Background: an optimization exercise with open tools, aiming at small area, a short achievable clock period and few clock cycles. Do not read the settings as production practice.
Where RTL was checked, it was by simulation tests only, not by an equivalence proof against the original.
Function not checked in runs 1 to 3 and 7: the RTL went through the layout flow alone.
Power figures rest on the tool's default switching activity, not on a simulated workload.

<file path="design/flow/flow/run.sh">
#!/bin/bash
set -euo pipefail
bash standard.sh SETUP_SLACK_MARGIN=12 TNS_END_PERCENT=10 finish > standard_flow.log 2>&1
</file>
<file path="design/flow/config.mk">
export PLATFORM = sky130hd
export DESIGN_NAME = ALU_standard_calculator_n_bit
export DESIGN_NICKNAME = ALU_standard_calculator_n_bit
export VERILOG_FILES = /design/flow/design.v
export SDC_FILE = /design/flow/constraint.sdc
export NUM_CORES = 4
export LEC_CHECK = 0
export CAP_MARGIN = 20
export CORE_MARGIN = 2
export CORE_UTILIZATION = 40
export SLEW_MARGIN = 20
</file>
<file path="design/flow/design.v">
module ALU_standard_calculator_n_bit #(parameter n = 32)(
    input clk,
    input rst,
    input [2:0] op,
    input signed [n-1:0] a,
    input signed [n-1:0] b,
    output signed [2*n-1:0] result,
    output reg valid_result
);
    localparam W = 40;                
    reg [31:0] H, L;                  
    reg [31:0] A;                     
    reg        busy;                  
    reg        mmul;                  
    reg        bc;                    
    reg        sq;                    
    reg        dz;                    
    reg        dfirst;                
    reg        dneg;                  
    reg [4:0]  cnt;
    reg [6:0]  mq;                    
    reg [7:0]  mlast;
    assign result = {H, L};
    wire op_sub = (op == 3'b001);
    wire op_mul = (op == 3'b010);
    wire op_div = (op == 3'b011);
    wire op_and = (op == 3'b100);
    wire op_not = (op == 3'b111);
    wire op_log = op[2];
    wire sa = a[31];
    wire sb = b[31];
    wire [31:0] xa = a ^ {32{sa}};
    wire [31:0] xb = b ^ {32{sb}};
    wire [31:0] x1 = a ^ {32{op_div & sa}};
    wire [31:0] y1 = (op_mul | op_div) ? 32'b0 : op_not ? 32'hffffffff : b ^ {32{op_sub}};
    wire        c1 = op_sub | (op_div & sa);
    wire [31:0] pg = x1 ^ y1;
    wire [31:0] gg = x1 & y1;
    wire [31:0] lg = (pg & {32{~op_and}}) | (gg & {32{~op[1]}});
    function [31:0] smear;
        input [31:0] x;
        reg [31:0] v;
        begin
            v = x;
            v = v | {1'b0, v[31:1]};
            v = v | {2'b0, v[31:2]};
            v = v | {4'b0, v[31:4]};
            v = v | {8'b0, v[31:8]};
            v = v | {16'b0, v[31:16]};
            smear = v;
        end
    endfunction
    function [5:0] smlen;
        input [31:0] m;
        reg [31:0] h;
        reg [4:0] k;
        integer i;
        begin
            h = m & ~{1'b0, m[31:1]};
            k = 5'd0;
            for (i = 0; i < 32; i = i + 1)
                k = k | (h[i] ? i[4:0] : 5'd0);
            smlen = m[0] ? {1'b0, k} + 6'd1 : 6'd0;
        end
    endfunction
    wire [31:0] smA = smear(xa);
    wire [31:0] smB = smear(xb);
    wire [31:0] smA1 = sa ? {smA[30:0], 1'b1} : smA;    
    wire early = |(smB & ~smA1);                        
    wire [6:0] mq_n = {1'b0, smlen(smA1)} - {1'b0, smlen(smB)} + 7'd1;
    wire [7:0] mone;
    assign mone[0] = (mq == 1);
    assign mone[1] = (mq == 2);
    assign mone[2] = (mq == 3);
    assign mone[3] = (mq == 4);
    assign mone[4] = (mq == 5) || (mq == 6);
    assign mone[5] = (mq >= 7) && (mq <= 9);
    assign mone[6] = (mq >= 10) && (mq <= 12);
    assign mone[7] = (mq >= 13);
    wire [4:0] dcnt = {mone[7], mone[5] | mone[6] | mone[7], mone[4] | mone[7],      
                       mone[2] | mone[3] | mone[6] | mone[7],
                       mone[1] | mone[3] | mone[4] | mone[6] | mone[7]};
    wire [7:0] msel = dfirst ? mone : mlast;
    wire dlast = dfirst ? mone[0] : (cnt == 0);         
    wire [31:0] rinit = msel[0] ? {1'b0,  L[31:1]} :
                        msel[1] ? {2'b0,  L[31:2]} :
                        msel[2] ? {3'b0,  L[31:3]} :
                        msel[3] ? {4'b0,  L[31:4]} :
                        msel[4] ? {6'b0,  L[31:6]} :
                        msel[5] ? {9'b0,  L[31:9]} :
                        msel[6] ? {12'b0, L[31:12]} : 32'b0;
    wire dbit = |(msel & {L[31], L[11], L[8], L[5], L[3], L[2], L[1], L[0]});
    wire [31:0] mask = {{20{msel[7]}}, {3{msel[7] | msel[6]}}, {3{|msel[7:5]}},
                        {2{|msel[7:4]}}, |msel[7:3], |msel[7:2], |msel[7:1], 1'b1};
    wire [31:0] rsrc = dfirst ? rinit : H;
    wire [31:0] dx = {rsrc[30:0], dbit};                
    wire dstep = ~mmul & ~dneg;
    wire [8:0] mb = {L[7:0], bc};
    reg  [3:0] rone, rtwo, rneg;
    integer j;
    always @(*) begin
        for (j = 0; j < 4; j = j + 1) begin
            rone[j] = mmul & (mb[2*j+1] ^ mb[2*j]);
            rtwo[j] = mmul & ((mb[2*j+2] & ~mb[2*j+1] & ~mb[2*j]) | (~mb[2*j+2] & mb[2*j+1] & mb[2*j]));
            rneg[j] = mmul & mb[2*j+2] & ~(mb[2*j+1] & mb[2*j]);
        end
        rone[0] = rone[0] | dstep;
        rneg[0] = rneg[0] | (dstep & ~A[31]);
    end
    function [33:0] bpp;              
        input one, two, neg;
        input [31:0] m;
        begin
            bpp = (one ? {m[31], m[31], m} : two ? {m[31], m, 1'b0} : 34'b0) ^ {34{neg}};
        end
    endfunction
    wire [33:0] pp0 = bpp(rone[0], rtwo[0], rneg[0], A);
    wire [33:0] pp1 = bpp(rone[1], rtwo[1], rneg[1], A);
    wire [33:0] pp2 = bpp(rone[2], rtwo[2], rneg[2], A);
    wire [33:0] pp3 = bpp(rone[3], rtwo[3], rneg[3], A);
    wire n3 = rneg[3];
    wire [33:0] hrow = dstep ? {2'b10, dx} : {~H[31], H[31], H};
    wire [W-1:0] hr = {6'b0, hrow};
    wire [W-1:0] r0 = {6'b010101, ~pp0[33], pp0[32:0]};
    wire [W-1:0] r1 = {4'b0, ~pp1[33], pp1[32:0], n3, rneg[0]};
    wire [W-1:0] r2 = {2'b0, ~pp2[33], pp2[32:0], n3, rneg[1], n3, n3};
    wire [W-1:0] r3 = {~pp3[33], pp3[32:0], n3, rneg[2], n3, n3, n3, n3};
    wire [W-1:0] s1 = hr ^ r0 ^ r1;
    wire [W-1:0] k1 = {((hr & r0) | (hr & r1) | (r0 & r1)), n3};
    wire [W-1:0] s2 = s1 ^ k1 ^ r2;
    wire [W-1:0] k2 = {((s1 & k1) | (s1 & r2) | (k1 & r2)), n3};
    wire [W-1:0] s3 = s2 ^ k2 ^ r3;
    wire [W-1:0] k3 = {((s2 & k2) | (s2 & r3) | (k2 & r3)), n3};
    wire [W-1:0] ax = busy ? s3 : {{8{x1[31] & ~op_div}}, x1};
    wire [W-1:0] ay = busy ? k3 : {{8{y1[31]}}, y1};
    wire         ac = busy ? (n3 | dneg) : c1;
    wire [W:0] sum1 = {ax, ac} + {ay, ac};              
    wire [W-1:0] sum = sum1[W:1];
    wire ge = ~sum[W-1];
    wire [31:0] qn = {L[30:0], ge} & mask;              
    always @(posedge clk) begin
        A <= b;
        if (!busy) begin
            mmul <= op_mul;
            bc <= 1'b0;
            sq <= sa ^ sb;
            dz <= (b == 0);
            dfirst <= 1'b1;
            mq <= mq_n;
            cnt <= 5'd3;
            H <= {32{op_log ? lg[31] : sum[32] & ~op[1]}};
            L <= op_log ? lg : sum[31:0] & {32{~(op_div & early)}};
        end else if (!valid_result) begin
            if (mmul) begin
                H <= sum[W-1:8];
                L <= {sum[7:0], L[31:8]};
                bc <= L[7];
                cnt <= cnt - 5'd1;
            end else if (dneg) begin
                H <= {32{sum[31]}};
                L <= sum[31:0];
            end else begin
                dfirst <= 1'b0;
                mlast <= mone;
                H <= dlast ? (sq ? ~qn : 32'b0) : (ge ? sum[31:0] : dx);
                L <= qn;
                cnt <= (dfirst ? dcnt : cnt) - 5'd1;
            end
        end
    end
    always @(posedge clk or posedge rst) begin
        if (rst) begin
            busy <= 1'b0;
            valid_result <= 1'b0;
            dneg <= 1'b0;
        end else begin
            busy <= 1'b1;
            if (!busy) begin
                valid_result <= !(op_mul || (op_div && !early));
            end else if (!valid_result) begin
                if (mmul) begin
                    if (cnt == 0) valid_result <= 1'b1;
                end else if (dneg) begin
                    valid_result <= 1'b1;
                end else if (dlast && !dz) begin
                    if (sq) dneg <= 1'b1;
                    else valid_result <= 1'b1;
                end
            end
        end
    end
endmodule
</file>
<file path="design/flow/standard.sh">
#!/bin/bash
# synth_recipe.tcl (not shown) runs the flow's synth.tcl, then flattens the netlist and writes it again
# the make line also repeats each setting of config.mk as NAME=value (left out here)
make -C /OpenROAD-flow-scripts/flow DESIGN_CONFIG=/design/flow/config.mk WORK_HOME=/design/flow/orfs CLKGATE_MAP_FILE= SYNTH_SCRIPT=/design/flow/synth_recipe.tcl "${@:-finish}"
</file>
<file path="design/flow/constraint.sdc">
create_clock -name core_clock -period 18.0 [get_ports {clk}]
set_input_delay 3.6000 -clock core_clock [delete_from_list [all_inputs] [get_ports {clk}]]
set_output_delay 3.6000 -clock core_clock [all_outputs]
set_load 0.01 [all_outputs]
</file>
==> results.cfg, run 1 <==
[global_route]
antenna_found_initial = 1
gr-usage-all-layers = 0.3524
grt_pass1_vias = 22730
grt_pass1_wl_um = 148500
grt_max_degree = 98
grt-ovfl-total = 0

[clocking]
cts_hold_buf = 0
clk_path_buf_depth = 2
htreeDepth = 4
cts_tree = done
cts-root-buf = clkbuf_16
insertion_delay_ns = 0.50
clkSinkCount = 124
numCtsBuffers = 17
clk_pin_slew_ns = 0.06

[yosys]
synth_edf_count = 82
syn-instance-count = 2854
yosysTopAreaCell = edfxtp_1
yosysWarnings = 1
synth_seq_cells = 124
synthesis.area_sq_mm = 0.02151
async_reset_ff_frac = 0.02419
yosys-top-cells-area = edfxtp_1 (11%), fa_1 (9.5%), xnor2_1 (7.0%)
synth.distinct_cells = 96
synth_seq_area_share = 0.1542
postSynthAreaPerCell_sq_um = 7.538
ys.flop_type = edfxtp_1
synth_top_area_share = 0.1145

[timing]
final.min_clock_period_ns = 7.933
skew_ns = 0.009523
worstMarginPinSlew_ns = 1.033
setup_ws_ns = 10.07
hold_viol_final = 0
drv_slew = 0
fmax_mhz = 126.1
setup_viol = 0
fin_crit_sh = 0.4407
totalNegativeSetupSlack_ns = 0
relSlewSlack = 0.3114
rsz0062_at_grt = yes

[floorplanning]
design.die.area_sq_mm = 0.05566
die_w_um = 235.9
start_util = 0.4022
coreArea_sq_mm = 0.05350
std_cell_rows = 85
die_y_um = 235.9
pin_count = 134

[drt]
vias_per_cell = 6.831
drc = 0
via_count = 24390
wl_per_cell_um = 28.28
antenna_left = 0
drtIter0Drc = 3552
routed_wl_um = 101000
firstDrtPassIters = 6

[critical_path]
crit_buf_inv = 7
end_kind = register
critPathMaxStageDelay_ns = 0.82
worst_path_max_delay_cell = a2111oi_0
crit_fanout = 8
path_cells = buf_2 -> inv_1 -> ha_4 -> buf_4 -> buf_4 -> nand3_2 -> o21ai_0 -> a2111oi_0 -> nand4_1 -> nor4b_4 -> inv_1 -> buf_4 -> buf_4 -> a31oi_1 -> nor3_1 -> ha_1 -> ha_1 -> a21oi_2 -> o21bai_1 -> a21oi_1 -> xor2_1
startpoint = a[30]
cpMostUsedCell = buf_4
worst_setup_path_start_kind = input pin
cp.required_ns = 18.24
crit_arrival_ns = 8.18
worstReg2RegStart = dneg$_DFFE_PP0P_
cp_top_family = compound AO/OA/AOI/OAI gates
path_class = input pin to register

[place]
place_congestion = 1.043
io_buffers = 133
dpl.hpwl_um = 72400
pre_cts_slack_ns = 8.371

[outcome]
status = no timing/DRC/antenna violations

[worst_hold_path]
min_path_type = register to register
hp-start = cnt[0]$_SDFFE_PN1P_

[flow_run]
drv_cap = 0

[pwr]
power.share.clock = 0.093
p_sw_frac = 0.5517
p_leak_nw = 9.993
pwr-share-seq = 0.180
p_per_area_mw_per_mm2 = 152.5
ir_drop_v = 0.00009068
p_int_mw = 1.753
power.switching_mw = 2.157
combPwrFrac = 0.727

[final_layout]
finalNetCount = 3123
num-fill-cells = 5270
area_growth_pct = 19.17
final_layout_size_suffix_gt1_frac = 0.1351
[cells by family (layout without fill, tap and decap cells)]
kind of cell,Yosys count,in the layout,share of synthesized area
AOI/OAI and AO/OA,995,995,0.3163
and+or+nand+nor,808,810,0.1793
buffers and inverters,449,464,0.08119
xor gates and xnor gates,218,218,0.08875
adders and majority gates,195,195,0.1490
DFF,124,124,0.1542
muxes,64,64,0.03111
other,1,4,0.0001743
[worst register-to-register path, stage by stage, from the launching register on]
cell	delay, ns
dfrtp_1	0.73
clkinvlp_4	0.46
nand2_1	0.24
buf_4	0.43
o21a_2	0.20
buf_6	0.36
xnor2_1	0.29
inv_1	0.10
fa_1	0.43
inv_1	0.10
fa_1	0.44
fa_1	0.51
mux2_2	0.29
ha_1	0.35
o211ai_1	0.25
o211ai_1	0.14
buf_4	0.18
a211oi_4	0.26
a211oi_2	0.10
buf_4	0.16
o31ai_4	0.25
xnor2_4	0.14
bufbuf_16	0.32
nand2_1	0.06
o21ai_0	0.11
a211oi_1	0.30
o21ai_0	0.15
[power by group through the flow]
stage          combinational (mW)  sequential [mW]  clock (mW)
2_1_floorplan                1.71            0.517           0
3_3_place_gp                 2.51            0.682           0
3_5_place_dp                 2.53            0.684           0
4_1_cts                      2.69            0.680       0.366
5_1_grt                      3.02            0.694       0.377
6_report                     2.84            0.703       0.363
[flip-flops by register name, summed over array words and instances (netlist names), 5 cells and up]
name / cells
A: 32
H: 32
L: 32
mlast: 8
mq: 7
cnt: 5
[synthesized netlist by cell type, types with 13 or more instances]
library cell / n
mux2_2: 23
ha_1: 93
o21a_1: 19
or3_1: 36
xor2_1: 47
o22ai_1: 37
mux2i_1: 41
and3_1: 28
o221ai_1: 19
a22o_1: 35
dfxtp_1: 39
o22a_1: 37
a211oi_1: 54
nand3_1: 62
nand2_1: 255
a31oi_1: 57
a21oi_1: 249
xnor2_1: 171
clkbuf_1: 237
a22oi_1: 102
a221o_1: 13
a221oi_1: 59
fa_1: 102
and2_1: 15
inv_1: 159
a21o_1: 59
o211ai_1: 13
buf_1: 32
nor2_1: 212
edfxtp_1: 82
o21ai_0: 130
nand4_1: 46
nor2b_1: 22
nor3_1: 48
nor4_1: 15
[layout make-up]
class	count	area (sq um)	share of cell area
inverters	161	619.3	0.02416
repair buffers	270	2799	0.1092
repair inverters	1	7.507	0.0002928
multi-input cells	2284	17430	0.6799
diodes	2	5.005	0.0001952
clock buffers	17	425.4	0.01659
flip-flops and latches	124	3326	0.1297
well taps	696	870.8	0.03397
clock inverters	15	155.1	0.006051
[metrics by stage]
| stage | area (sq um) | std cells | total power, mW | hold WS [ns] | util |
|---|---|---|---|---|---|
| final | 25640 | 3570 | 3.909 | 0.5117 | 0.4793 |
| after global routing | 25630 | 3568 | 4.092 | 0.5178 | 0.4792 |
| after CTS | 25150 | 3547 | 3.734 | 0.5113 | 0.4702 |
| after detailed placement | 23150 | 3448 | 3.215 | 0.5007 | 0.4328 |
| after global placement | 23150 | 3448 | 3.191 | 0.5003 | 0.4328 |
| after floorplan | 21800 | 2855 | 2.228 | 0.4375 | - |
[final timing paths]
kind	to	slack (ns)	cells past startpoint
max	mq[6]$_DFFE_PN_	10.07	21
min reg2reg	cnt[0]$_SDFFE_PN1P_	0.51	2
min	cnt[0]$_SDFFE_PN1P_	0.51	2
max reg2reg	H[23]$_DFFE_PP_	10.38	26
max in group asynchronous	busy$_DFF_PP0_	14.52	2
min in group asynchronous	dneg$_DFFE_PP0P_	3.29	2
[what timing repair did]
| item | CTS | global route |
|---|---|---|
| setup endpoints to repair | 72 | 72 |
| pin swaps | 33 | 22 |
| gates resized for setup | 191 | 64 |
| cloned | 12 | 2 |
| setup buffers | 55 | 19 |
[layout by cell type, fill, tap and decap left out, types with 47 or more instances in the layout]
master / count
a221oi_1: 55
xor2_1: 47
o21ai_0: 121
inv_1: 154
a22oi_1: 101
fa_1: 100
a21o_1: 56
nor2_1: 207
clkdlybuf4s50_1: 103
a21oi_1: 240
ha_1: 81
nand3_1: 58
nand2_1: 250
edfxtp_1: 82
xnor2_1: 154
buf_4: 106
a31oi_1: 56
[layer usage]
layer,up-vias,GRT usage,wire [um]
li1,10520,-,-
met2,1728,0.5192,42730
met4,0,0.2071,6315
met5,-,0,0
met1,11810,0.4732,40190
met3,333,0.07607,11720
==> inputs of run 2 (changes only) <==
==> design/flow/flow/run.sh (replaced) <==
#!/bin/bash
set -euo pipefail
bash standard.sh SETUP_SLACK_MARGIN=11 TNS_END_PERCENT=10 finish > standard_flow.log 2>&1
==> run 2 against run 1 <==
- area after synthesis unchanged
- die area unchanged
- first-iteration DRC count unchanged
- critical path type unchanged
- global-route usage unchanged
- largest power group unchanged
==> results.cfg, run 2 <==
[drt]
drc = 0
drt-met1-wl_um = 40190
dr_wl_met3_um = 11720
routed_wl_um = 101000
via_count = 24390
firstDrtPassIters = 6
antenna_left = 0
wl_per_cell_um = 28.28
dr.max_layer_used = met4
drtIter0Drc = 3552
vias_per_cell = 6.831
met2_wirelength_um = 42730

[timing]
drv_slew = 0
relSlewSlack = 0.3114
fin_crit_sh = 0.4407
worstMarginPinSlew_ns = 1.033
final.min_clock_period_ns = 7.933
totalNegativeSetupSlack_ns = 0
hold_viol_final = 0
skew_ns = 0.009523
rsz0062_at_grt = yes
fmax_mhz = 126.1
setup_viol = 0
fin_hold_ws_ns = 0.5117

[yosys]
synth_edf_count = 82
ys.flop_type = edfxtp_1
synthMostInstantiatedCell = nand2_1
yosys-top-cells-area = edfxtp_1 (11%), fa_1 (9.5%), xnor2_1 (7.0%)
synthXorXnorAreaFrac = 0.08875
synth.area.mux_share = 0.03111
async_reset_ff_frac = 0.02419
yosysWarnings = 1
synth_seq_cells = 124
synth.cells.most_frequent = nand2_1 (255), a21oi_1 (249), clkbuf_1 (237)
yosysTopAreaCell = edfxtp_1
synth_compound_area_frac = 0.3163
postSynthAreaPerCell_sq_um = 7.538
syn-instance-count = 2854
synth_fa_ha_area_frac = 0.1490
synth_top_family_by_area = compound AO/OA/AOI/OAI gates
synth-simple-area-share = 0.1793
synth_top_area_share = 0.1145
synth.distinct_cells = 96
synthesis.area_sq_mm = 0.02151
synth_seq_area_share = 0.1542

[clocking]
cts-root-buf = clkbuf_16
clkSinkCount = 124
cts_tree = done
clk_path_buf_depth = 2
htreeDepth = 4
clk_pin_slew_ns = 0.06
cts_hold_buf = 0
numCtsBuffers = 17
insertion_delay_ns = 0.50

[critical_path]
path_class = input pin to register
cp.required_ns = 18.24
worst_setup_path_start_kind = input pin
crit_fanout = 8
crit_arrival_ns = 8.18
end_kind = register

[flow_run]
drv_cap = 0

[final_layout]
area_growth_pct = 19.17
finalNetCount = 3123
final_layout_size_suffix_gt1_frac = 0.1351
top_regs = A: 32 flops, H: 32 flops, L: 32 flops
multi_input_area_sq_mm = 0.01743
num-fill-cells = 5270
stdcell_count = 3570
layout_common_cells = nand2_1 (250), a21oi_1 (240), nor2_1 (207)
design_area_sq_mm = 0.02564
layout_commonest_cell = nand2_1
final-seq-area_sq_mm = 0.003326

[pwr]
ir_drop_v = 0.00009068
p_leak_nw = 9.993
p_per_area_mw_per_mm2 = 152.5
power_mw = 3.909

[floorplanning]
design.die.area_sq_mm = 0.05566
std_cell_rows = 85
coreArea_sq_mm = 0.05350
pin_count = 134
die_w_um = 235.9
die_y_um = 235.9
start_util = 0.4022

[global_route]
grt-ovfl-total = 0
grt_pass1_vias = 22730
grt_pass1_wl_um = 148500
grt_max_degree = 98
antenna_found_initial = 1
gr-usage-all-layers = 0.3524

[place]
place_congestion = 1.043
io_buffers = 133
post-place-cells = 3448
dpl.hpwl_um = 72400
dpl_cell_area_sq_mm = 0.02315

[outcome]
status = no timing/DRC/antenna violations

[worst_hold_path]
min_path_type = register to register
## run 2: stage by stage
| stage | setup slack, ns | util |
|---|---|---|
| after floorplan | 9.911 | - |
| after global placement | 8.432 | 0.4328 |
| after detailed placement | 8.371 | 0.4328 |
| after CTS | 10.20 | 0.4702 |
| after global routing | 9.956 | 0.4792 |
| final | 10.07 | 0.4793 |
## run 2: area by class of cell
| cell class | count | share of cell area |
|---|---|---|
| flip-flops and latches | 124 | 0.1297 |
| repair buffers | 270 | 0.1092 |
| clock buffers | 17 | 0.01659 |
| multi-input cells | 2284 | 0.6799 |
| clock inverters | 15 | 0.006051 |
| diodes | 2 | 0.0001952 |
| inverters | 161 | 0.02416 |
| repair inverters | 1 | 0.0002928 |
| well taps | 696 | 0.03397 |
## run 2: cell families (layout without fill, tap and decap cells)
family	Yosys count	in the layout
adder cells (fa/ha/maj)	195	195
flip-flops	124	124
multiplexers	64	64
XOR/XNOR	218	218
AO/OA/AOI/OAI	995	995
buffers and inverters	449	464
other	1	4
AND/OR/NAND/NOR	808	810
## run 2: what timing repair did
action | CTS | global route
gates cloned | 12 | 2
pin swaps | 33 | 22
endpoints found under the setup margin | 72 | 70
resized for setup | 191 | 64
buffers inserted | 55 | 19
## run 2: path summary, 6_finish.rpt
kind	startpoint	end	slack, ns	cells after the start
min in group asynchronous	rst	dneg$_DFFE_PP0P_	3.29	2
min	cnt[0]$_SDFFE_PN1P_	cnt[0]$_SDFFE_PN1P_	0.51	2
max	a[30]	mq[6]$_DFFE_PN_	10.07	21
max in group asynchronous	rst	busy$_DFF_PP0_	14.52	2
min reg2reg	cnt[0]$_SDFFE_PN1P_	cnt[0]$_SDFFE_PN1P_	0.51	2
max reg2reg	dneg$_DFFE_PP0P_	H[23]$_DFFE_PP_	10.38	26
## run 2: critical path, cell delays in order
cell       delay (ns)
buf_2            0.21
inv_1            0.11
ha_4             0.26
buf_4            0.14
buf_4            0.13
nand3_2          0.20
o21ai_0          0.13
a2111oi_0        0.82
nand4_1          0.39
nor4b_4          0.37
inv_1            0.13
buf_4            0.15
buf_4            0.13
a31oi_1          0.15
nor3_1           0.08
ha_1             0.31
ha_1             0.34
a21oi_2          0.19
o21bai_1         0.08
a21oi_1          0.16
xor2_1           0.10
## run 2: per-layer routing
metal | vias to the layer above | global-route usage
li1 | 10520 | -
met4 | 0 | 0.2071
met1 | 11810 | 0.4732
met2 | 1728 | 0.5192
met5 | - | 0
met3 | 333 | 0.07607
## run 2: report_power, final
part	internal [mW]	switching, mW	total, mW
logic	1.12	1.72	2.84
clock network	0.194	0.169	0.363
registers	0.433	0.270	0.703
total	1.75	2.16	3.91
==> inputs of run 3 (changes only) <==
--- a/design/flow/design.v
+++ b/design/flow/design.v
@@ -10,4 +10,5 @@
     localparam W = 40;                
     reg [31:0] H, L;                  
+    reg        hs;                    
     reg [31:0] A;                     
     reg        busy;                  
@@ -21,5 +22,5 @@
     reg [6:0]  mq;                    
     reg [7:0]  mlast;
-    assign result = {H, L};
+    assign result = {H | {32{hs}}, L};
     wire op_sub = (op == 3'b001);
     wire op_mul = (op == 3'b010);
@@ -93,6 +94,6 @@
     wire [31:0] mask = {{20{msel[7]}}, {3{msel[7] | msel[6]}}, {3{|msel[7:5]}},
                         {2{|msel[7:4]}}, |msel[7:3], |msel[7:2], |msel[7:1], 1'b1};
-    wire [31:0] rsrc = dfirst ? rinit : H;
-    wire [31:0] dx = {rsrc[30:0], dbit};                
+    wire [31:0] rsrc = dfirst ? rinit : H;             
+    wire        rneg_ = rsrc[31];                        
     wire dstep = ~mmul & ~dneg;
     wire [8:0] mb = {L[7:0], bc};
@@ -106,5 +107,5 @@
         end
         rone[0] = rone[0] | dstep;
-        rneg[0] = rneg[0] | (dstep & ~A[31]);
+        rneg[0] = rneg[0] | (dstep & (~A[31] ^ rneg_));
     end
     function [33:0] bpp;              
@@ -120,5 +121,5 @@
     wire [33:0] pp3 = bpp(rone[3], rtwo[3], rneg[3], A);
     wire n3 = rneg[3];
-    wire [33:0] hrow = dstep ? {2'b10, dx} : {~H[31], H[31], H};
+    wire [33:0] hrow = dstep ? {~rsrc[31], rsrc, dbit} : {~H[31], H[31], H};
     wire [W-1:0] hr = {6'b0, hrow};
     wire [W-1:0] r0 = {6'b010101, ~pp0[33], pp0[32:0]};
@@ -126,10 +127,10 @@
     wire [W-1:0] r2 = {2'b0, ~pp2[33], pp2[32:0], n3, rneg[1], n3, n3};
     wire [W-1:0] r3 = {~pp3[33], pp3[32:0], n3, rneg[2], n3, n3, n3, n3};
-    wire [W-1:0] s1 = hr ^ r0 ^ r1;
-    wire [W-1:0] k1 = {((hr & r0) | (hr & r1) | (r0 & r1)), n3};
-    wire [W-1:0] s2 = s1 ^ k1 ^ r2;
-    wire [W-1:0] k2 = {((s1 & k1) | (s1 & r2) | (k1 & r2)), n3};
-    wire [W-1:0] s3 = s2 ^ k2 ^ r3;
-    wire [W-1:0] k3 = {((s2 & k2) | (s2 & r3) | (k2 & r3)), n3};
+    wire [W-1:0] s1 = r1 ^ r2 ^ r3;
+    wire [W-1:0] k1 = {((r1 & r2) | (r1 & r3) | (r2 & r3)), n3};
+    wire [W-1:0] s2 = s1 ^ k1 ^ r0;
+    wire [W-1:0] k2 = {((s1 & k1) | (s1 & r0) | (k1 & r0)), n3};
+    wire [W-1:0] s3 = s2 ^ k2 ^ hr;
+    wire [W-1:0] k3 = {((s2 & k2) | (s2 & hr) | (k2 & hr)), n3};
     wire [W-1:0] ax = busy ? s3 : {{8{x1[31] & ~op_div}}, x1};
     wire [W-1:0] ay = busy ? k3 : {{8{y1[31]}}, y1};
@@ -149,5 +150,6 @@
             mq <= mq_n;
             cnt <= 5'd3;
-            H <= {32{op_log ? lg[31] : sum[32] & ~op[1]}};
+            H <= 32'b0;
+            hs <= op_log ? lg[31] : sum[32] & ~op[1];
             L <= op_log ? lg : sum[31:0] & {32{~(op_div & early)}};
         end else if (!valid_result) begin
@@ -158,10 +160,11 @@
                 cnt <= cnt - 5'd1;
             end else if (dneg) begin
-                H <= {32{sum[31]}};
+                H <= 32'b0;
+                hs <= sum[31];
                 L <= sum[31:0];
             end else begin
                 dfirst <= 1'b0;
                 mlast <= mone;
-                H <= dlast ? (sq ? ~qn : 32'b0) : (ge ? sum[31:0] : dx);
+                H <= dlast ? (sq ? ~qn : 32'b0) : sum[31:0];
                 L <= qn;
                 cnt <= (dfirst ? dcnt : cnt) - 5'd1;
==> design/flow/flow/run.sh (replaced) <==
#!/bin/bash
set -euo pipefail
bash standard.sh SETUP_SLACK_MARGIN=12 TNS_END_PERCENT=10 finish > standard_flow.log 2>&1
==> run 3 against run 2 <==
- still clean on timing, DRC and antenna
- register-to-register slack improved by 0.47 ns
- global-route usage shrank 0.64 points
- final area increased by 0.42%
- critical path depth is 3 lower
- clock-buffer cell count up 2
- utilization rose by 1.3 points
- synthesized cell count shrank 2.0%
- critical path type unchanged
- critical endpoint unchanged
- largest cell class unchanged
- highest routed layer unchanged
==> results.cfg, run 3 <==
[final_layout]
final_layout_size_suffix_gt1_frac = 0.1883
finalNetCount = 3131
num-fill-cells = 5103
final_core_util = 0.4919
layout_common_cells = a21oi_1 (257), nand2_1 (192), nor2_1 (188)
num_antenna_cells = 0
layout_commonest_cell = a21oi_1
top_regs = A: 32 flops, H: 32 flops, L: 32 flops
area_growth_pct = 22.12

[yosys]
ys.flop_type = dfxtp_1
postSynthAreaPerCell_sq_um = 7.535
syn-instance-count = 2798
synth_top_area_share = 0.09306
synthMostInstantiatedCell = a21oi_1
synth_seq_area_share = 0.1436
yosysTopAreaCell = fa_1
synth_seq_cells = 125
async_reset_ff_frac = 0.02400
synth_edf_count = 51
synthesis.area_sq_mm = 0.02108
synth.cells.most_frequent = a21oi_1 (281), clkbuf_1 (249), nand2_1 (199)
yosys-top-cells-area = fa_1 (9.3%), edfxtp_1 (7.3%), dfxtp_1 (6.7%)
yosysWarnings = 1
synth.distinct_cells = 97

[critical_path]
crit_arrival_ns = 7.62
end_kind = register
cp.required_ns = 18.21
worst_setup_path_start_kind = input pin
crit_fanout = 8
path_class = input pin to register

[drt]
drt-met1-wl_um = 40250
wl_per_cell_um = 27.16
antenna_left = 0
drtIter0Drc = 2838
met2_wirelength_um = 41340
drc = 0
routed_wl_um = 96730
vias_per_cell = 6.652
via_count = 23690
dr_wl_met3_um = 9809
firstDrtPassIters = 6
dr.max_layer_used = met4

[timing]
setup_viol = 0
skew_ns = 0.02278
drv_slew = 0
totalNegativeSetupSlack_ns = 0
relSlewSlack = 0.3092
worstMarginPinSlew_ns = 1.029
rsz0062_at_grt = yes
hold_viol_final = 0
fmax_mhz = 134.9
final.min_clock_period_ns = 7.414
fin_crit_sh = 0.4119

[global_route]
antenna_found_initial = 0
grt_max_degree = 87
grt-ovfl-total = 0
grt_pass1_vias = 21780
gr-usage-all-layers = 0.3459
grt_pass1_wl_um = 141800

[clocking]
clk_path_buf_depth = 2
cts_tree = done
numCtsBuffers = 17
cts-root-buf = clkbuf_16
cts_hold_buf = 0
htreeDepth = 4
clkSinkCount = 125
insertion_delay_ns = 0.49
clk_pin_slew_ns = 0.06

[floorplanning]
die_w_um = 233.6
std_cell_rows = 84
design.die.area_sq_mm = 0.05456
pin_count = 134
coreArea_sq_mm = 0.05234
start_util = 0.4028
die_y_um = 233.6

[pwr]
combPwrFrac = 0.775
p_sw_frac = 0.5420
pwr-share-seq = 0.141
ir_drop_v = 0.00008865
p_int_mw = 1.908
power_mw = 4.167
p_leak_nw = 10.23
power.switching_mw = 2.258
power.share.clock = 0.084
p_per_area_mw_per_mm2 = 161.8

[place]
dpl.hpwl_um = 69780
io_buffers = 133
place_congestion = 0.9641

[flow_run]
drv_cap = 0

[outcome]
status = no timing/DRC/antenna violations

[worst_hold_path]
min_path_type = register to register
## run 3: cell count changes in the layout (fill, tap and decap cells not counted), sizes merged, moves of 32 or more
cell,before,now
buf,133,210
a21oi,249,281
and3,28,73
or2,7,45
nand2b,11,59
inv,165,105
nand2,256,201
dfxtp,39,71
a31oi,57,21
a211oi,54,14
xor2,47,79
clkdlybuf4s50,103,71
xnor2,171,137
## run 3: kinds of logic after synthesis
| kind of cell | Yosys count | synth area share |
|---|---|---|
| adder cells (fa/ha/maj) | 202 | 0.1548 |
| multiplexers | 44 | 0.02261 |
| buffers and inverters | 393 | 0.07371 |
| AND/OR/NAND/NOR | 842 | 0.2017 |
| AO/OA/AOI/OAI | 975 | 0.3137 |
| other | 1 | 0.0001779 |
| XOR/XNOR | 216 | 0.08973 |
| flip-flops | 125 | 0.1436 |
## run 3: worst max-delay path, cell delays in order
cell and delay [ns]:
clkdlybuf4s15_2 0.30, or4_4 0.50, o22ai_4 0.18, buf_12 0.15, nand4_4 0.10, a21oi_1 0.18
o22ai_1 0.16, a2111oi_2 0.36, nand3_1 0.23, ha_4 0.22, nand3_1 0.08, xor2_1 0.39
ha_1 0.33, ha_1 0.37, inv_1 0.06, o21bai_1 0.16, a21oi_1 0.11, xor2_1 0.15
## run 3: final timing paths
kind / from / end / slack (ns) / depth (start not counted)
worst max-delay path: b[27] / mq[6]$_DFFE_PN_ / 10.59 / 18
worst min-delay path: cnt[0]$_SDFFE_PN1P_ / cnt[0]$_SDFFE_PN1P_ / 0.51 / 2
worst max register to register: mq[3]$_DFFE_PN_ / H[23]$_SDFFE_PN0N_ / 10.85 / 24
worst min register to register: cnt[0]$_SDFFE_PN1P_ / cnt[0]$_SDFFE_PN1P_ / 0.51 / 2
max in group asynchronous: rst / busy$_DFF_PP0_ / 14.38 / 2
min in group asynchronous: rst / dneg$_DFFE_PP0P_ / 3.36 / 2
## run 3: per-layer routing
metal | vias to the layer above | track usage
met5 | - | 0
met4 | 0 | 0.1653
met3 | 278 | 0.05920
met2 | 1605 | 0.5186
met1 | 11420 | 0.4794
li1 | 10390 | -
## run 3: stage by stage
step / worst slack [ns] / instances / area, sq um / hold WS [ns]
detailed placement: 8.841 / 3381 / 22780 / 0.5077
floorplan: 10.38 / 2799 / 21390 / 0.4719
finish: 10.59 / 3561 / 25750 / 0.5108
global placement: 8.905 / 3381 / 22780 / 0.5004
CTS: 10.69 / 3530 / 25250 / 0.5163
global route: 10.44 / 3561 / 25750 / 0.5278
## run 3: timing repair
item	in CTS	in global routing
pin swaps	85	59
endpoints found under the hold margin	0	0
buffers inserted	106	31
resized for setup	323	59
setup endpoints to repair	73	73
cloned	11	0
## run 3: power groups by stage
| stage | registers (mW) | logic, mW | clock network, mW |
|---|---|---|---|
| after detailed placement | 0.580 | 2.69 | 0 |
| final | 0.587 | 3.23 | 0.349 |
| after global placement | 0.579 | 2.67 | 0 |
| after global routing | 0.590 | 3.43 | 0.360 |
| after CTS | 0.575 | 2.99 | 0.349 |
| after floorplan | 0.448 | 1.81 | 0 |
## run 3: area by class of cell
type / instances / area, sq um / area share
clock buffer: 19 / 452.9 / 0.01759
tap: 688 / 860.8 / 0.03343
timing repair buffer: 333 / 3151 / 0.1224
inverter: 100 / 391.6 / 0.01521
multi-input combinational: 2282 / 17750 / 0.6894
sequential: 125 / 3032 / 0.1177
timing repair inverter: 1 / 5.005 / 0.0001944
clock inverter: 13 / 103.9 / 0.004033
==> inputs of run 4 (changes only) <==
--- a/design/flow/design.v
+++ b/design/flow/design.v
@@ -20,5 +20,5 @@
     reg        dneg;                  
     reg [4:0]  cnt;
-    reg [6:0]  mq;                    
+    reg [5:0]  lenA, lenB;            
     reg [7:0]  mlast;
     assign result = {H | {32{hs}}, L};
@@ -69,5 +69,5 @@
     wire [31:0] smA1 = sa ? {smA[30:0], 1'b1} : smA;    
     wire early = |(smB & ~smA1);                        
-    wire [6:0] mq_n = {1'b0, smlen(smA1)} - {1'b0, smlen(smB)} + 7'd1;
+    wire [6:0] mq = {1'b0, lenA} - {1'b0, lenB} + 7'd1;
     wire [7:0] mone;
     assign mone[0] = (mq == 1);
@@ -148,5 +148,6 @@
             dz <= (b == 0);
             dfirst <= 1'b1;
-            mq <= mq_n;
+            lenA <= smlen(smA1);
+            lenB <= smlen(smB);
             cnt <= 5'd3;
             H <= 32'b0;
==> run 4 against run 3 <==
- clock power increased by 8.9%
- critical path depth increased by 1
- utilization grew 1.5 points
- first-iteration DRC count increased by 2.2%
- critical path type unchanged
- critical endpoint is now L[0]$_DFFE_PP_
- largest cell class unchanged
- highest routed layer unchanged
==> results.cfg, run 4 <==
[critical_path]
cp.required_ns = 18.21
reg2reg_depth = 29
end_kind = register
reg2reg_slack_ns = 11.06
worst_r2r_endpoint = hs$_DFFE_PP_
crit_arrival_ns = 7.21
worst_setup_path_start_kind = input pin
path_class = input pin to register
worstSetupEndpoint = L[0]$_DFFE_PP_
worstReg2RegStart = lenB[2]$_SDFFCE_PN0N_
crit_fanout = 6
startpoint = op[2]

[timing]
drv_slew = 0
totalNegativeSetupSlack_ns = 0
fin_crit_sh = 0.3890
fmax_mhz = 142.8
setup_viol = 0
relSlewSlack = 0.2370
final.min_clock_period_ns = 7.003
worstMarginPinSlew_ns = 1.138
skew_ns = 0.01388
rsz0062_at_grt = yes
hold_viol_final = 0

[drt]
drtIter0Drc = 2901
firstDrtPassIters = 8
via_count = 24500
vias_per_cell = 6.797
antenna_left = 0
routed_wl_um = 107400
wl_per_cell_um = 29.80
drc = 0

[yosys]
syn-instance-count = 2832
synth_compound_area_frac = 0.3214
async_reset_ff_frac = 0.02308
yosysWarnings = 1
synthMostInstantiatedCell = clkbuf_1
synth.distinct_cells = 94
yosysTopAreaCell = fa_1
synth.area.mux_share = 0.02085
synth_edf_count = 56
postSynthAreaPerCell_sq_um = 7.607
synth_seq_cells = 130
synthXorXnorAreaFrac = 0.09067
synth_seq_area_share = 0.1475
synth_top_area_share = 0.09107
synth_fa_ha_area_frac = 0.1515
synthesis.area_sq_mm = 0.02154
ys.flop_type = dfxtp_1
yosys-top-cells-area = fa_1 (9.1%), edfxtp_1 (7.8%), dfxtp_1 (6.6%)
synth_top_family_by_area = compound AO/OA/AOI/OAI gates
synth.cells.most_frequent = clkbuf_1 (241), a21oi_1 (239), nand2_1 (205)
synth-simple-area-share = 0.1956

[pwr]
p_leak_nw = 10.72
p_sw_frac = 0.5268
p_int_mw = 2.030
combPwrFrac = 0.768
p_per_area_mw_per_mm2 = 158.2
pwr-share-seq = 0.144
power.share.clock = 0.089
power.switching_mw = 2.260
ir_drop_v = 0.00008429

[global_route]
grt_pass1_wl_um = 152600
gr-usage-all-layers = 0.3664
grt_pass1_vias = 22430
grt-ovfl-total = 0
grt_max_degree = 87
antenna_found_initial = 3

[clocking]
clk_path_buf_depth = 2
insertion_delay_ns = 0.49
cts-root-buf = clkbuf_16
cts_tree = done
cts_hold_buf = 0
htreeDepth = 4
clk_pin_slew_ns = 0.07
clkSinkCount = 130
numCtsBuffers = 17

[floorplanning]
die_w_um = 236.1
coreArea_sq_mm = 0.05350
std_cell_rows = 85
start_util = 0.4027
die_y_um = 236.1
design.die.area_sq_mm = 0.05573
pin_count = 134

[final_layout]
stdcell_count = 3605
final_layout_size_suffix_gt1_frac = 0.2054
layout_common_cells = a21oi_1 (225), nand2_1 (197), nor2_1 (179)
num-fill-cells = 5084
layout_commonest_cell = a21oi_1
finalNetCount = 3164
top_regs = A: 32 flops, H: 32 flops, L: 32 flops
area_growth_pct = 25.88

[place]
io_buffers = 133
dpl.hpwl_um = 76620
post-place-cells = 3436
place_congestion = 1.014

[flow_run]
drv_cap = 0

[worst_hold_path]
min_path_type = register to register

[outcome]
status = no timing/DRC/antenna violations
==> run 4: how the worst min path moves through the flow <==
stage                                   start                  end  slack (ns)  cells past startpoint
after floorplan            H[15]$_SDFFE_PN0N_   H[15]$_SDFFE_PN0N_        0.46                      2
after global placement    cnt[1]$_SDFFE_PN1P_  cnt[1]$_SDFFE_PN1P_        0.49                      2
after detailed placement  cnt[1]$_SDFFE_PN1P_  cnt[1]$_SDFFE_PN1P_        0.51                      2
after CTS                 cnt[0]$_SDFFE_PN1P_  cnt[0]$_SDFFE_PN1P_        0.52                      2
after global routing          bc$_SDFFE_PN0P_      bc$_SDFFE_PN0P_        0.54                      2
final                     cnt[0]$_SDFFE_PN1P_  cnt[0]$_SDFFE_PN1P_        0.52                      2
==> run 4: cell type report <==
cell class                 instances  area, sq um  area share
clock inverter                    11        112.6    0.004153
clock buffer                      21        504.2     0.01860
sequential                       130         3183      0.1174
timing repair buffer             328         3326      0.1226
tap                              696        870.8     0.03212
multi-input combinational       2301        18660      0.6882
antenna                            3        7.507   0.0002769
inverter                         115        450.4     0.01661
==> run 4: stage by stage <==
stage / instance area (sq um) / power [mW] / hold WS [ns] / setup slack (ns) / utilization
3_3_place_gp: 23280 / 3.201 / 0.4933 / 9.138 / 0.4352
5_1_grt: 27110 / 4.476 / 0.5406 / 10.91 / 0.5068
4_1_cts: 25970 / 4.000 / 0.5175 / 11.07 / 0.4855
6_report: 27120 / 4.290 / 0.5166 / 11.00 / 0.5069
2_1_floorplan: 21750 / 2.213 / 0.4617 / 10.86 / -
3_5_place_dp: 23280 / 3.223 / 0.5074 / 9.095 / 0.4352
==> run 4: timing repair <==
| item | CTS | global route |
|---|---|---|
| resized for setup | 309 | 152 |
| endpoints found under the setup margin | 77 | 77 |
| buffers inserted | 65 | 51 |
| pin swaps | 58 | 75 |
| gates cloned | 10 | 7 |
==> run 4: critical path, cell delays in order <==
cell and delay, ns:
buf_12 0.10, buf_12 0.12, buf_6 0.11, nor2b_4 0.17
buf_12 0.14, nand3_4 0.10, buf_12 0.17, buf_8 0.13
xnor2_4 0.14, nor2_1 0.14, a21oi_1 0.06, ha_2 0.46
nand4_1 0.14, or4_4 0.51, o21ai_4 0.24, a31oi_4 0.14
o31ai_4 0.29, mux2i_4 0.37, a211oi_2 0.06
==> run 4: power by group through the flow <==
stage                     Sequential (mW)  Combinational, mW  Clock (mW)
final                               0.616               3.29       0.380
after global routing                0.609               3.47       0.393
after CTS                           0.604               3.01       0.384
after detailed placement            0.609               2.61           0
after global placement              0.608               2.59           0
after floorplan                     0.463               1.75           0
==> run 4: cell families after synthesis <==
logic type,Yosys count
AO/OA/AOI/OAI,995
AND/OR/NAND/NOR,836
buffers and inverters,403
XOR/XNOR,223
adder cells (fa/ha/maj),202
flip-flops,130
multiplexers,41
other,2
==> run 4: metal layers <==
| layer | vias up | routed length [um] | track usage |
|---|---|---|---|
| li1 | 10650 | - | - |
| met1 | 11880 | 43360 | 0.4860 |
| met2 | 1665 | 46170 | 0.5469 |
| met3 | 302 | 11230 | 0.08508 |
| met4 | 0 | 6658 | 0.2061 |
| met5 | - | 0 | 0 |
Testbench counts of run 4, summed over its fixed seeds: cycles 13,608.
==> inputs of run 5 (changes only) <==
--- a/design/flow/config.mk
+++ b/design/flow/config.mk
@@ -8,4 +8,5 @@
 export CAP_MARGIN = 20
 export CORE_MARGIN = 2
-export CORE_UTILIZATION = 40
+export CORE_UTILIZATION = 50
+export PLACE_DENSITY = 0.75
 export SLEW_MARGIN = 20
==> run 5 against run 4 <==
- largest power group unchanged
- largest cell class unchanged
- maximum frequency decreased by 3.5%
- utilization increased by 11 points
- first-iteration DRC count increased by 34%
- die area decreased by 20%
- sequential share of layout area increased by 0.25 points
- critical path type is now register to register
- non-clock buffer count decreased by 18
- hold slack improved by 0.0036 ns
- setup slack got worse by 0.26 ns
==> results.cfg, run 5 <==
[clocking]
numCtsBuffers = 17
cts_tree = done
htreeDepth = 4
insertion_delay_ns = 0.49
clk_pin_slew_ns = 0.07
clk_path_buf_depth = 2
cts_hold_buf = 0
cts-root-buf = clkbuf_16
clkSinkCount = 130

[global_route]
grt-ovfl-total = 0
grt_pass1_vias = 22890
antenna_found_initial = 2
grt_pass1_wl_um = 150800
grt_max_degree = 82
gr-usage-all-layers = 0.4566

[critical_path]
cp.required_ns = 18.36
path_class = register to register
crit_fanout = 12
end_kind = register
cp_top_family = compound AO/OA/AOI/OAI gates
worst_setup_path_start_kind = register
crit_arrival_ns = 7.62
cp_num_cells = 25
crit_buf_inv = 4
critPathMaxStageDelay_ns = 0.74
worst_path_max_delay_cell = a211oi_2
reg2reg_depth = 25

[worst_hold_path]
min_path_type = register to register
holdPathStages = 2

[timing]
worstMarginPinSlew_ns = 1.191
fin_hold_ws_ns = 0.5202
hold_viol_final = 0
fmax_mhz = 137.7
setup_ws_ns = 10.74
fin_crit_sh = 0.4033
relSlewSlack = 0.2038
final.min_clock_period_ns = 7.260
skew_ns = 0.01751
totalNegativeSetupSlack_ns = 0
drv_slew = 0
rsz0062_at_grt = yes
setup_viol = 0

[drt]
drc = 0
routed_wl_um = 104700
wl_per_cell_um = 30.47
via_count = 24930
vias_per_cell = 7.256
drtIter0Drc = 3896
antenna_left = 0
firstDrtPassIters = 9

[yosys]
synth_seq_area_share = 0.1475
ys.flop_type = dfxtp_1
synthesis.area_sq_mm = 0.02154
synth.distinct_cells = 94
postSynthAreaPerCell_sq_um = 7.607
async_reset_ff_frac = 0.02308
synth_top_area_share = 0.09107
yosysTopAreaCell = fa_1
yosysWarnings = 1
synth.cells.most_frequent = clkbuf_1 (241), a21oi_1 (239), nand2_1 (205)
synth_seq_cells = 130
syn-instance-count = 2832
synthMostInstantiatedCell = clkbuf_1
synth_edf_count = 56
yosys-top-cells-area = fa_1 (9.1%), edfxtp_1 (7.8%), dfxtp_1 (6.6%)

[pwr]
ir_drop_v = 0.0001028
p_per_area_mw_per_mm2 = 161.5
p_leak_nw = 10.39
power_mw = 4.287

[final_layout]
layout_common_cells = a21oi_1 (222), nand2_1 (199), nor2_1 (182)
final_layout_size_suffix_gt1_frac = 0.1903
layout_commonest_cell = a21oi_1
num-fill-cells = 3713
area_growth_pct = 23.22
finalNetCount = 3148
num_antenna_cells = 0
top_regs = A: 32 flops, H: 32 flops, L: 32 flops
design_area_sq_mm = 0.02654
final_core_util = 0.6203
stdcell_count = 3436

[outcome]
status = no timing/DRC/antenna violations

[floorplanning]
design.die.area_sq_mm = 0.04476
pin_count = 134
die_y_um = 211.6
start_util = 0.5034
coreArea_sq_mm = 0.04279
die_w_um = 211.6
std_cell_rows = 76

[place]
io_buffers = 133
place_congestion = 1.029
dpl.hpwl_um = 73380
dpl_cell_area_sq_mm = 0.02305
pre_cts_slack_ns = 9.234
post-place-cells = 3279

[flow_run]
drv_cap = 0
[run 5: metal layers]
| metal | GRT usage | vias up | share of wire |
|---|---|---|---|
| met5 | 0 | - | 0 |
| met4 | 0.2778 | 0 | 0.078 |
| li1 | - | 10630 | - |
| met3 | 0.1411 | 439 | 0.14 |
| met1 | 0.6012 | 11840 | 0.38 |
| met2 | 0.6517 | 2026 | 0.40 |
[run 5: area by class of cell]
cell class | count | area (sq um) | area share
Clock buffer | 19 | 432.9 | 0.01631
Timing Repair Buffer | 310 | 3131 | 0.1179
Tap cell | 546 | 683.2 | 0.02574
Clock inverter | 13 | 126.4 | 0.004761
Inverter | 115 | 449.2 | 0.01692
Sequential cell | 130 | 3183 | 0.1199
Multi-Input combinational cell | 2303 | 18540 | 0.6984
[run 5: power by group]
part           internal [mW]  total [mW]  switching [mW]
Sequential             0.403       0.658           0.255
Combinational           1.40        3.27            1.88
Clock                  0.192       0.355           0.163
Total                   1.99        4.29            2.30
[run 5: timing repair]
action                                  4_1_cts  5_1_grt
buffers inserted                             78       31
gates resized for setup                     325       88
pin swaps                                    54       51
endpoints found under the setup margin       77       77
cloned                                       14        1
[run 5: worst paths after layout]
kind | start | end | slack (ns)
max reg2reg | lenA[2]$_SDFFCE_PN0N_ | H[27]$_SDFFE_PN0N_ | 10.74
min | cnt[1]$_SDFFE_PN1P_ | cnt[1]$_SDFFE_PN1P_ | 0.52
max in group asynchronous | rst | busy$_DFF_PP0_ | 14.52
min reg2reg | cnt[1]$_SDFFE_PN1P_ | cnt[1]$_SDFFE_PN1P_ | 0.52
min in group asynchronous | rst | dneg$_DFFE_PP0P_ | 3.31
max | lenA[2]$_SDFFCE_PN0N_ | H[27]$_SDFFE_PN0N_ | 10.74
[run 5: kinds of logic after synthesis]
family / after synthesis / synth area share
AO/OA/AOI/OAI: 995 / 0.3214
XOR/XNOR: 223 / 0.09067
adder cells (fa/ha/maj): 202 / 0.1515
buffers and inverters: 403 / 0.07208
flip-flops: 130 / 0.1475
multiplexers: 41 / 0.02085
other: 2 / 0.0003486
AND/OR/NAND/NOR: 836 / 0.1956
[run 5: worst reg2reg max path, cell delays in order (launching register included)]
cell	delay [ns]
edfxtp_1	0.43
ha_4	0.27
ha_1	0.28
a21o_1	0.24
a2111oi_4	0.40
a311oi_2	0.09
buf_4	0.19
buf_4	0.16
or2_2	0.32
o221ai_1	0.19
buf_4	0.23
o221ai_1	0.16
a211oi_2	0.74
o21ai_2	0.31
fa_1	0.62
a21oi_1	0.10
ha_1	0.45
o211a_1	0.22
nor2_2	0.08
or4_4	0.50
o21ai_4	0.25
buf_6	0.13
a21oi_1	0.08
a211oi_2	0.36
xnor2_1	0.20
o221ai_1	0.16
==> inputs of run 6 (changes only) <==
==> design/flow/flow/run.sh (replaced) <==
#!/bin/bash
set -euo pipefail
bash standard.sh "BUFFER_PORTS_ARGS=-buffer_cell sky130_fd_sc_hd__buf_1" \
  SETUP_SLACK_MARGIN=12 TNS_END_PERCENT=10 finish > standard_flow.log 2>&1
--- a/design/flow/config.mk
+++ b/design/flow/config.mk
@@ -8,5 +8,4 @@
 export CAP_MARGIN = 20
 export CORE_MARGIN = 2
-export CORE_UTILIZATION = 50
-export PLACE_DENSITY = 0.75
+export CORE_UTILIZATION = 40
 export SLEW_MARGIN = 20
==> run 6 against run 5 <==
- still clean
- register-to-register slack better by 0.25 ns
- non-clock buffer count is 17 lower
- sequential power hardly changed
- area after synthesis stayed put
- die area is 25% higher
- first-iteration DRC count is 23% lower
- via count is 2.9% lower
- final area is 2.8% lower
- combinational power is 4% lower
- final cell count is 4.0% higher
- critical path type is now input pin to register
==> results.cfg, run 6 <==
[pwr]
p_per_area_mw_per_mm2 = 163.1
power_mw = 4.206
p_leak_nw = 9.889
ir_drop_v = 0.0001012

[global_route]
grt_max_degree = 70
grt_pass1_wl_um = 151700
grt-ovfl-total = 0
antenna_found_initial = 1
gr-usage-all-layers = 0.3610
grt_pass1_vias = 22850

[clocking]
clkSinkCount = 130
htreeDepth = 4
clk_path_buf_depth = 2
cts_tree = done
clk_pin_slew_ns = 0.07
cts_hold_buf = 0
numCtsBuffers = 17
cts-root-buf = clkbuf_16
insertion_delay_ns = 0.50

[yosys]
synth_seq_cells = 130
synth.cells.most_frequent = clkbuf_1 (241), a21oi_1 (239), nand2_1 (205)
async_reset_ff_frac = 0.02308
yosysWarnings = 1
synthesis.area_sq_mm = 0.02154
synth_edf_count = 56
synth_seq_area_share = 0.1475
synthMostInstantiatedCell = clkbuf_1
ys.flop_type = dfxtp_1
yosysTopAreaCell = fa_1
synth.distinct_cells = 94
synth_top_area_share = 0.09107
yosys-top-cells-area = fa_1 (9.1%), edfxtp_1 (7.8%), dfxtp_1 (6.6%)
syn-instance-count = 2832
postSynthAreaPerCell_sq_um = 7.607

[drt]
wl_per_cell_um = 28.96
drtIter0Drc = 3000
drc = 0
firstDrtPassIters = 8
antenna_left = 0
via_count = 24200
vias_per_cell = 6.773
routed_wl_um = 103500

[critical_path]
end_kind = register
crit_arrival_ns = 7.27
path_class = input pin to register
crit_fanout = 6
cp.required_ns = 18.23
worst_setup_path_start_kind = input pin
reg2reg_depth = 30

[floorplanning]
die_y_um = 236.1
pin_count = 134
die_w_um = 236.1
coreArea_sq_mm = 0.05350
design.die.area_sq_mm = 0.05573
std_cell_rows = 85
start_util = 0.4027

[timing]
skew_ns = 0.01735
fmax_mhz = 142.2
totalNegativeSetupSlack_ns = 0
relSlewSlack = 0.2219
fin_crit_sh = 0.3908
worstMarginPinSlew_ns = 1.167
setup_viol = 0
final.min_clock_period_ns = 7.034
hold_viol_final = 0
drv_slew = 0
rsz0062_at_grt = yes

[outcome]
status = no timing/DRC/antenna violations

[place]
io_buffers = 133
place_congestion = 1.006
dpl.hpwl_um = 74200
dpl_cell_area_sq_mm = 0.02246

[final_layout]
finalNetCount = 3133
num-fill-cells = 5181
final-seq-area_sq_mm = 0.003183
final_layout_size_suffix_gt1_frac = 0.1850
multi_input_area_sq_mm = 0.01857
area_growth_pct = 19.71
design_area_sq_mm = 0.02579
layout_common_cells = a21oi_1 (223), nand2_1 (198), nor2_1 (180)
layout_commonest_cell = a21oi_1
top_regs = A: 32 flops, H: 32 flops, L: 32 flops

[flow_run]
drv_cap = 0

[worst_hold_path]
min_path_type = register to register
holdPathStages = 2
-- run 6: cell families (layout without fill, tap and decap cells) --
family,after synthesis,count (layout),share of synthesized area
and+or+nand+nor,836,838,0.1956
xor gates and xnor gates,223,223,0.09067
buffers and inverters,403,440,0.07208
other,2,4,0.0003486
DFF,130,130,0.1475
AOI/OAI and AO/OA,995,998,0.3214
adders and majority gates,202,202,0.1515
muxes,41,42,0.02085
-- run 6: layout make-up --
type / count / area share
multi-input cells: 2305 / 0.7199
flip-flops and latches: 130 / 0.1234
repair buffers: 293 / 0.08141
well taps: 696 / 0.03377
inverters: 115 / 0.01737
clock buffers: 18 / 0.01664
clock inverters: 14 / 0.007278
diodes: 2 / 0.0001941
-- run 6: final timing paths --
kind	from	slack [ns]	to
worst max register to register	lenB[2]$_SDFFCE_PN0N_	10.99	L[22]$_DFFE_PP_
worst min register to register	cnt[0]$_SDFFE_PN1P_	0.52	cnt[0]$_SDFFE_PN1P_
min in group asynchronous	rst	2.96	valid_result$_DFF_PP0_
worst min-delay path	cnt[0]$_SDFFE_PN1P_	0.52	cnt[0]$_SDFFE_PN1P_
worst max-delay path	op[2]	10.97	L[22]$_DFFE_PP_
max in group asynchronous	rst	14.86	busy$_DFF_PP0_
-- run 6: routing by layer --
layer	vias to the layer above	track usage	routed length, um
met5	-	0	0
met3	362	0.08754	11060
met2	1599	0.5472	44110
met1	11650	0.4787	41810
li1	10590	-	-
met4	0	0.1791	6482
-- run 6: repair_timing --
item	4_1_cts	5_1_grt
resized for setup	263	72
gates cloned	10	2
setup buffers	64	27
pin swaps	71	55
setup endpoints to repair	77	77
-- run 6: worst max-delay path: stages --
cell and delay, ns:
clkbuf_16 0.12, buf_12 0.13, nor2b_4 0.18, buf_12 0.13
nand3_4 0.10, buf_12 0.18, xnor2_4 0.14, mux2_4 0.29
ha_4 0.23, a21o_1 0.22, o21bai_4 0.19, or3_4 0.35
o21a_4 0.26, buf_4 0.14, a21oi_2 0.20, o31ai_1 0.15
xnor2_2 0.38, o21a_1 0.20, a221oi_2 0.04
-- run 6: per-stage QoR --
step	setup slack, ns	hold WS [ns]	util	instances
6_report	10.97	0.5155	0.4821	3573
2_1_floorplan	10.86	0.4617	-	2832
3_5_place_dp	9.375	0.5084	0.4199	3436
5_1_grt	10.88	0.5487	0.4820	3571
4_1_cts	11.14	0.5198	0.4699	3542
3_3_place_gp	9.457	0.4966	0.4199	3436
-- run 6: where the power goes --
| group | switching [mW] | internal (mW) | total, mW |
|---|---|---|---|
| sequential | 0.253 | 0.403 | 0.656 |
| clock | 0.165 | 0.230 | 0.396 |
| combinational | 1.86 | 1.30 | 3.15 |
==> inputs of run 7 (changes only) <==
--- a/design/flow/design.v
+++ b/design/flow/design.v
@@ -142,12 +142,13 @@
     always @(posedge clk) begin
         A <= b;
+        mmul <= op_mul;
+        sq <= sa ^ sb;
+        dz <= (b == 0);
+        lenA <= smlen(smA1);
+        lenB <= smlen(smB);
+        mlast <= mone;
         if (!busy) begin
-            mmul <= op_mul;
             bc <= 1'b0;
-            sq <= sa ^ sb;
-            dz <= (b == 0);
             dfirst <= 1'b1;
-            lenA <= smlen(smA1);
-            lenB <= smlen(smB);
             cnt <= 5'd3;
             H <= 32'b0;
@@ -166,5 +167,4 @@
             end else begin
                 dfirst <= 1'b0;
-                mlast <= mone;
                 H <= dlast ? (sq ? ~qn : 32'b0) : sum[31:0];
                 L <= qn;
==> run 7 against run 6 <==
- still clean on timing, DRC and antenna
- sequential share of layout area fell by 1.3 points
- die area rose by 0.90%
- first-iteration DRC count rose by 30%
- area after synthesis rose by 0.92%
- synthesized cell count rose by 3.6%
- critical path depth rose by 2
- total power fell by 3.3%
- setup slack improved by 0.073 ns
- register-to-register slack improved by 0.10 ns
- non-clock buffer count rose by 43
- hold slack got worse by 0.0019 ns
==> results.cfg, run 7 <==
[drt]
via_count = 25920
antenna_left = 0
firstDrtPassIters = 7
drtIter0Drc = 3886
vias_per_cell = 7.015
routed_wl_um = 108500
wl_per_cell_um = 29.37
drc = 0

[clocking]
cts_tree = done
htreeDepth = 4
insertion_delay_ns = 0.50
clk_path_buf_depth = 2
clk_pin_slew_ns = 0.07
clkSinkCount = 130
cts_hold_buf = 0
numCtsBuffers = 17
cts-root-buf = clkbuf_16

[yosys]
yosysTopAreaCell = fa_1
synth_top_area_share = 0.09024
async_reset_ff_frac = 0.02308
synthesis.area_sq_mm = 0.02174
yosys-top-cells-area = fa_1 (9.0%), dfxtp_1 (8.7%), a21oi_1 (6.1%)
ys.flop_type = dfxtp_1
postSynthAreaPerCell_sq_um = 7.412
synth_edf_count = 33
synth_seq_cells = 130
synth.distinct_cells = 93
syn-instance-count = 2933
yosysWarnings = 1
synth.cells.most_frequent = a21oi_1 (267), clkbuf_1 (253), nor2_1 (217)
synthMostInstantiatedCell = a21oi_1
synth_seq_area_share = 0.1356

[pwr]
p_leak_nw = 10.08
p_per_area_mw_per_mm2 = 151.4
ir_drop_v = 0.0001121

[timing]
relSlewSlack = 0.2482
worstMarginPinSlew_ns = 1.099
totalNegativeSetupSlack_ns = 0
fin_crit_sh = 0.3867
fmax_mhz = 143.7
skew_ns = 0.01171
drv_slew = 0
hold_viol_final = 0
setup_viol = 0
rsz0062_at_grt = yes
final.min_clock_period_ns = 6.961

[final_layout]
top_regs = A: 32 flops, H: 32 flops, L: 32 flops
final_layout_size_suffix_gt1_frac = 0.2072
layout_common_cells = a21oi_1 (234), nor2_1 (203), nand2_1 (179)
layout_commonest_cell = a21oi_1
area_growth_pct = 23.56
finalNetCount = 3255
stdcell_count = 3695

[place]
place_congestion = 0.9941
dpl.hpwl_um = 75430
post-place-cells = 3509
io_buffers = 133

[global_route]
grt_pass1_vias = 24160
antenna_found_initial = 3
grt_max_degree = 82
grt_pass1_wl_um = 157800
grt-ovfl-total = 0
gr-usage-all-layers = 0.3714

[floorplanning]
design.die.area_sq_mm = 0.05623
std_cell_rows = 85
die_y_um = 237.1
start_util = 0.4040
coreArea_sq_mm = 0.05381
pin_count = 134
die_w_um = 237.1

[flow_run]
drv_cap = 0

[critical_path]
cp.required_ns = 18.34
end_kind = register
crit_arrival_ns = 7.31
worst_setup_path_start_kind = input pin
path_class = input pin to register
crit_fanout = 7

[worst_hold_path]
min_path_type = register to register

[outcome]
status = no timing/DRC/antenna violations
run 7: changes by cell type after synthesis, sizes merged, moves of 14 or more:
cell	before	now
o21ai	136	159
nand2	205	188
a211oi	37	13
nor3b	28	4
o211ai	27	44
a21oi	239	268
a31oi	41	27
dfxtp	71	94
nand2b	15	29
edfxtp	56	33
o22ai	34	59
nor2	194	218
run 7: logic make-up after synthesis:
family,share of synthesized area
AO/OA/AOI/OAI,0.3306
XOR/XNOR,0.08863
adder cells (fa/ha/maj),0.1501
buffers and inverters,0.07793
flip-flops,0.1356
multiplexers,0.02377
other,0.0003455
AND/OR/NAND/NOR,0.1930
run 7: final cells by class:
| cell class | instances | area [sq um] |
|---|---|---|
| Antenna cell | 2 | 5.005 |
| Clock buffer | 19 | 452.9 |
| Clock inverter | 13 | 148.9 |
| Fill cell | 5209 | 26950 |
| Inverter | 129 | 513.0 |
| Multi-Input combinational cell | 2369 | 19260 |
| Sequential cell | 130 | 2953 |
| Tap cell | 696 | 870.8 |
| Timing Repair Buffer | 336 | 2654 |
| Timing Repair inverter | 1 | 5.005 |
run 7: metal layers:
layer | wire [um] | track usage | vias to the layer above
li1 | - | - | 10990
met1 | 41570 | 0.4948 | 12370
met2 | 46160 | 0.5559 | 2083
met3 | 13190 | 0.07618 | 473
met4 | 7575 | 0.2182 | 2
met5 | 13 | 0 | -
run 7: what timing repair did:
| item | 4_1_cts | 5_1_grt |
|---|---|---|
| pin swaps | 81 | 45 |
| gates cloned | 24 | 2 |
| endpoints found under the hold margin | 0 | 0 |
| setup endpoints to repair | 77 | 77 |
| gates resized for setup | 324 | 115 |
| setup buffers | 99 | 27 |
run 7: final timing paths:
kind | start | to | cells after the start | slack, ns
max | op[2] | L[0]$_DFFE_PP_ | 21 | 11.04
min in group asynchronous | rst | busy$_DFF_PP0_ | 2 | 3.01
max in group asynchronous | rst | busy$_DFF_PP0_ | 2 | 14.73
max reg2reg | lenB[2]$_SDFF_PN0_ | H[29]$_SDFFE_PN0N_ | 27 | 11.09
min reg2reg | bc$_SDFFE_PN0P_ | bc$_SDFFE_PN0P_ | 2 | 0.51
min | bc$_SDFFE_PN0P_ | bc$_SDFFE_PN0P_ | 2 | 0.51
run 7: where the power goes:
part           internal (mW)  switching (mW)  total (mW)
Sequential             0.387           0.206       0.594
Clock                  0.213           0.163       0.376
Combinational           1.23            1.87        3.10
Total                   1.83            2.24        4.07
run 7: stage by stage:
stage | setup WS [ns] | cell area, sq um | hold slack (ns) | utilization | total power [mW]
final | 11.04 | 26860 | 0.5136 | 0.4991 | 4.066
after global routing | 10.90 | 26860 | 0.5370 | 0.4991 | 4.234
after CTS | 11.14 | 26010 | 0.5164 | 0.4834 | 3.746
after detailed placement | 9.175 | 22630 | 0.4911 | 0.4206 | 2.985
after global placement | 9.179 | 22630 | 0.4878 | 0.4206 | 2.948
after floorplan | 10.80 | 22080 | 0.4622 | - | 2.144
run 7: worst max-delay path, stage by stage:
cell	delay [ns]
buf_8	0.08
buf_12	0.13
inv_12	0.03
nor2_4	0.14
nor2b_4	0.11
buf_12	0.15
o22a_1	0.23
a21o_1	0.24
ha_4	0.28
and3_4	0.19
and4_4	0.23
nand2_2	0.08
nor3_4	0.26
buf_4	0.15
o211ai_1	0.07
buf_4	0.17
a2111oi_4	0.41
or2_4	0.20
mux2i_2	0.24
o211ai_1	0.12
a21oi_1	0.16

[afterwards: timing with drivers on the ports]
No port has a modelled driver above. Below, the same layouts with a new extraction and two added sets of constraints. Step 1, drivers: a clkbuf_16 drives clk and a buf_2 each remaining input, both assumed. Step 2 also shifts input and output timing later by t, the mid clock arrival at the registers, as if the neighbouring blocks saw the same clock. Three values: ideal, step 1, step 2; two values: the first two.
run | shift t [ns] | setup slack, ns | worst register clock-pin slew, ns | worst slew at a driven data input, ns | cell pins on the clock port's net
run 1 | 0.556 | 10.067 / 10.103 / 9.547 | 0.07 / 0.07 | 0.05 | 1
run 2 | 0.556 | 10.067 / 10.103 / 9.547 | 0.07 / 0.07 | 0.05 | 1
run 3 | 0.529 | 10.586 / 10.613 / 10.084 | 0.08 / 0.08 | 0.06 | 1
run 4 | 0.546 | 10.997 / 11.009 / 10.463 | 0.07 / 0.07 | 0.06 | 1
run 5 | 0.540 | 10.740 / 10.740 / 10.540 | 0.07 / 0.07 | 0.06 | 1
run 6 | 0.555 | 10.966 / 10.954 / 10.399 | 0.08 / 0.08 | 0.08 | 1
run 7 | 0.550 | 11.039 / 10.992 / 10.442 | 0.07 / 0.07 | 0.15 | 1
After both steps every run listed still meets setup and hold. The setup slack of run 7, which loses most, moves by -0.047 ns with the drivers and by -0.597 ns with both steps.
